From an optimization exercise on the open Yosys and OpenROAD flow, aimed at small area and a short achievable clock period; shortcuts taken in it are not production practice.
RTL that was checked went through simulation tests only; none was proved equivalent to the original.
No activity file was given, so power comes from the tool's default toggle rates.

// alu_stage
module alu_stage (
    input   logic           clk,
    input   logic [4:0]     op,
    input   logic [31:0]    a,
    input   logic [31:0]    b,
    output  logic [31:0]    y
);
    logic [31:0] p_d, g_d, p_q, g_q;
    logic [3:0]  sel_d, sel_q;
    logic [31:0] result;
    ALU_pre u_pre (
        .op_i  (op),
        .a_i   (a),
        .b_i   (b),
        .p_o   (p_d),
        .g_o   (g_d),
        .sel_o (sel_d)
    );
    always_ff @(posedge clk) begin
        p_q   <= p_d;
        g_q   <= g_d;
        sel_q <= sel_d;
        y     <= result;
    end
    ALU u_alu (
        .p_i      (p_q),
        .g_i      (g_q),
        .sel_i    (sel_q),
        .result_o (result)
    );
endmodule
Size: ~100 flip-flops, ~100 I/O pins, roughly 8300 sq um of cells after synthesis.
==> module ALU_pre, before the edit <==
module ALU_pre (
    input   logic [4:0]     op_i,
    input   logic [31:0]    a_i,
    input   logic [31:0]    b_i,
    output  logic [31:0]    p_o,
    output  logic [31:0]    g_o,
    output  logic [3:0]     sel_o
);
    logic is_add, is_sub, is_xor, is_or, is_and, is_sll, is_sra, is_srl;
    logic is_jalr, is_eq, is_ne, is_cmp, is_scmp, is_lt, is_shr, is_sh;
    logic neg, kx, kn;
    always_comb begin
        is_add  = op_i == 5'd0;
        is_sub  = op_i == 5'd1;
        is_xor  = op_i == 5'd2;
        is_or   = op_i == 5'd3;
        is_and  = op_i == 5'd4;
        is_sll  = op_i == 5'd5;
        is_sra  = op_i == 5'd8;
        is_srl  = op_i == 5'd9;
        is_jalr = op_i == 5'd10;
        is_eq   = op_i == 5'd11;
        is_ne   = op_i == 5'd12;
        is_cmp  = (op_i == 5'd6) | (op_i == 5'd7) | (op_i == 5'd13) |
                  (op_i == 5'd14) | (op_i == 5'd15) | (op_i == 5'd16);
        is_scmp = (op_i == 5'd6) | (op_i == 5'd13) | (op_i == 5'd15);
        is_lt   = (op_i == 5'd6) | (op_i == 5'd7) | (op_i == 5'd13) | (op_i == 5'd14);
        is_shr  = is_sra | is_srl;
        is_sh   = is_shr | is_sll;
    end
    logic [3:0] l;
    logic       h;
    logic       ksr, ksl, kg1, kg0;
    assign {h, l} = op_i;
    always_comb begin
        neg = h | l[2] | (l[0] & ~l[1]) | (l[3] & l[0]);
        kx  = h | ~(~l[1] & (l[3] ^ l[2]));
        kn  = ~h & ~l[3] & ((~l[2] & l[1] & l[0]) | (l[2] & ~l[1] & ~l[0]));
        ksr = l[3] & ~l[2] & ~l[1];
        ksl = ~l[3] & l[2] & ~l[1] & l[0];
        kg1 = ~h & ~l[0] & ~l[2] & (~l[1] | l[3]);
        kg0 = h | (l[2] & l[1]) | (~l[1] & l[0]);
    end
    logic [31:0] x, n, m, a_rev;
    assign x = a_i ^ b_i;
    assign n = a_i & b_i;
    assign m = a_i & ~b_i;
    always_comb for (int i = 0; i < 32; i++) a_rev[i] = a_i[31-i];
    logic big;
    assign big = |b_i[31:5];
    always_comb begin
        p_o = ({32{kx}}  & (x ^ {32{neg}})) |
              ({32{kn}}  & n) |
              ({32{ksr}} & a_i) |
              ({32{ksl}} & a_rev);
        for (int i = 0; i < 32; i++)
            g_o[i] = a_i[i] & (b_i[i] ? kg1 : kg0);
        if (is_scmp) g_o[31] = ~a_i[31] & b_i[31];
        if (is_jalr) p_o[0] = 1'b0;
        if (is_sub)  p_o[0] = x[0];
        if (is_cmp)  p_o[0] = is_lt;
        if (is_eq)   p_o[0] = 1'b0;
        if (is_ne)   p_o[0] = 1'b1;
        if (is_sub | is_cmp) g_o[0] = a_i[0] | ~b_i[0];
        if (is_eq | is_ne)   g_o[0] = ~x[0];
        if (is_sh)   g_o[5:0] = {is_sra, b_i[4:0] | {5{big}}};   
        sel_o = {is_sll & ~big, is_sra | (is_srl & ~big), is_cmp | is_eq | is_ne,
                 is_add | is_sub | is_xor | is_or | is_and | is_jalr};
    end
endmodule
export LEC_CHECK = 0
export ABC_AREA = 1
export CAP_MARGIN = 20
export CORE_MARGIN = 2
export CORE_UTILIZATION = 40
export SETUP_SLACK_MARGIN = 3.0
export SLEW_MARGIN = 20
export TNS_END_PERCENT = 100
create_clock -name core_clock -period 5.0 [get_ports {clk}]
standard.sh (not shown) runs the stock make flow with config.mk's settings and CLKGATE_MAP_FILE= SYNTH_SCRIPT=/design/flow/synth_recipe.tcl, a recipe that flattens the netlist after the stock synthesis.
==> flow/flow/run.sh <==
#!/bin/bash
# Standard layout, with plain buffers (instead of the delay cells that
# buffer_ports picks by default) on the input and output ports.
set -euo pipefail
bash standard.sh BUFFER_PORTS_ARGS="-buffer_cell sky130_fd_sc_hd__buf_2" finish > standard_make.log 2>&1
The starting point completed without violations.
Then changed:
--- a/flow/design.v
+++ b/flow/design.v
@@ -276,7 +276,7 @@
 );
     logic is_add, is_sub, is_xor, is_or, is_and, is_sll, is_sra, is_srl;
     logic is_jalr, is_eq, is_ne, is_cmp, is_scmp, is_lt, is_shr, is_sh;
-    logic neg, kx, kn;
+    logic neg, arith, kx, kn;
     always_comb begin
         is_add  = op_i == 5'd0;
         is_sub  = op_i == 5'd1;
@@ -295,19 +295,10 @@
         is_lt   = (op_i == 5'd6) | (op_i == 5'd7) | (op_i == 5'd13) | (op_i == 5'd14);
         is_shr  = is_sra | is_srl;
         is_sh   = is_shr | is_sll;
-    end
-    logic [3:0] l;
-    logic       h;
-    logic       ksr, ksl, kg1, kg0;
-    assign {h, l} = op_i;
-    always_comb begin
-        neg = h | l[2] | (l[0] & ~l[1]) | (l[3] & l[0]);
-        kx  = h | ~(~l[1] & (l[3] ^ l[2]));
-        kn  = ~h & ~l[3] & ((~l[2] & l[1] & l[0]) | (l[2] & ~l[1] & ~l[0]));
-        ksr = l[3] & ~l[2] & ~l[1];
-        ksl = ~l[3] & l[2] & ~l[1] & l[0];
-        kg1 = ~h & ~l[0] & ~l[2] & (~l[1] | l[3]);
-        kg0 = h | (l[2] & l[1]) | (~l[1] & l[0]);
+        neg     = is_sub | is_cmp | is_eq | is_ne;
+        arith   = is_add | is_jalr | is_sub | is_cmp;
+        kx      = arith | is_xor | is_or | is_eq | is_ne;
+        kn      = is_or | is_and;
     end
     logic [31:0] x, n, m, a_rev;
     assign x = a_i ^ b_i;
@@ -317,12 +308,12 @@
     logic big;
     assign big = |b_i[31:5];
     always_comb begin
-        p_o = ({32{kx}}  & (x ^ {32{neg}})) |
-              ({32{kn}}  & n) |
-              ({32{ksr}} & a_i) |
-              ({32{ksl}} & a_rev);
+        p_o = ({32{kx}}     & (x ^ {32{neg}})) |
+              ({32{kn}}     & n) |
+              ({32{is_shr}} & a_i) |
+              ({32{is_sll}} & a_rev);
         for (int i = 0; i < 32; i++)
-            g_o[i] = a_i[i] & (b_i[i] ? kg1 : kg0);
+            g_o[i] = a_i[i] & (b_i[i] ? (is_add | is_jalr) : (is_sub | is_cmp));
         if (is_scmp) g_o[31] = ~a_i[31] & b_i[31];
         if (is_jalr) p_o[0] = 1'b0;
         if (is_sub)  p_o[0] = x[0];
@@ -333,7 +324,7 @@
         if (is_eq | is_ne)   g_o[0] = ~x[0];
         if (is_sh)   g_o[5:0] = {is_sra, b_i[4:0] | {5{big}}};   
         sel_o = {is_sll & ~big, is_sra | (is_srl & ~big), is_cmp | is_eq | is_ne,
-                 is_add | is_sub | is_xor | is_or | is_and | is_jalr};
+                 ~(is_sh | is_cmp | is_eq | is_ne)};
     end
 endmodule
 module ALU (
Effect: Register-to-register slack gains 90 ps. Die area went down by 7.5%. Non-clock buffer count went down by 5. Fmax barely changes. Sequential cell count does not change. Total power went down by 9.3%. Worst setup slack gains 3.2 ps. Hold slack gains 51 ps. Clock skew stays flat. Via count went down by 9.0%. First-iteration DRC count went down by 27%. Routed wire length went down by 11%. Clock-buffer cell count went up by 2.
The RTL of the first run of this note was laid out without a check of its function.

## what the ideal ports hide
No port has a modelled driver above. Below, the same layouts with a new extraction and two added sets of constraints. Step 1, drivers: a clkbuf_16 drives clk and a buf_2 each remaining input, both assumed. Step 2 also shifts input and output timing later by t, the mid clock arrival at the registers, as if the neighbouring blocks saw the same clock. a / b / c = ideal / step 1 / step 2; a / b = the first two.
| run | t (ns) | setup WS [ns] | worst setup path at the end | worst register clock-pin slew, ns |
|---|---|---|---|---|
| the first run | 0.408 | 3.022 / 3.044 / 2.636 | input to register | 0.09 / 0.09 |
| the second run | 0.403 | 3.025 / 3.036 / 2.633 | input to register | 0.08 / 0.08 |
After both steps setup and hold are still met in every run listed. The setup slack of the second run, which loses most, moves by +0.011 ns with the drivers and by -0.392 ns with both steps.
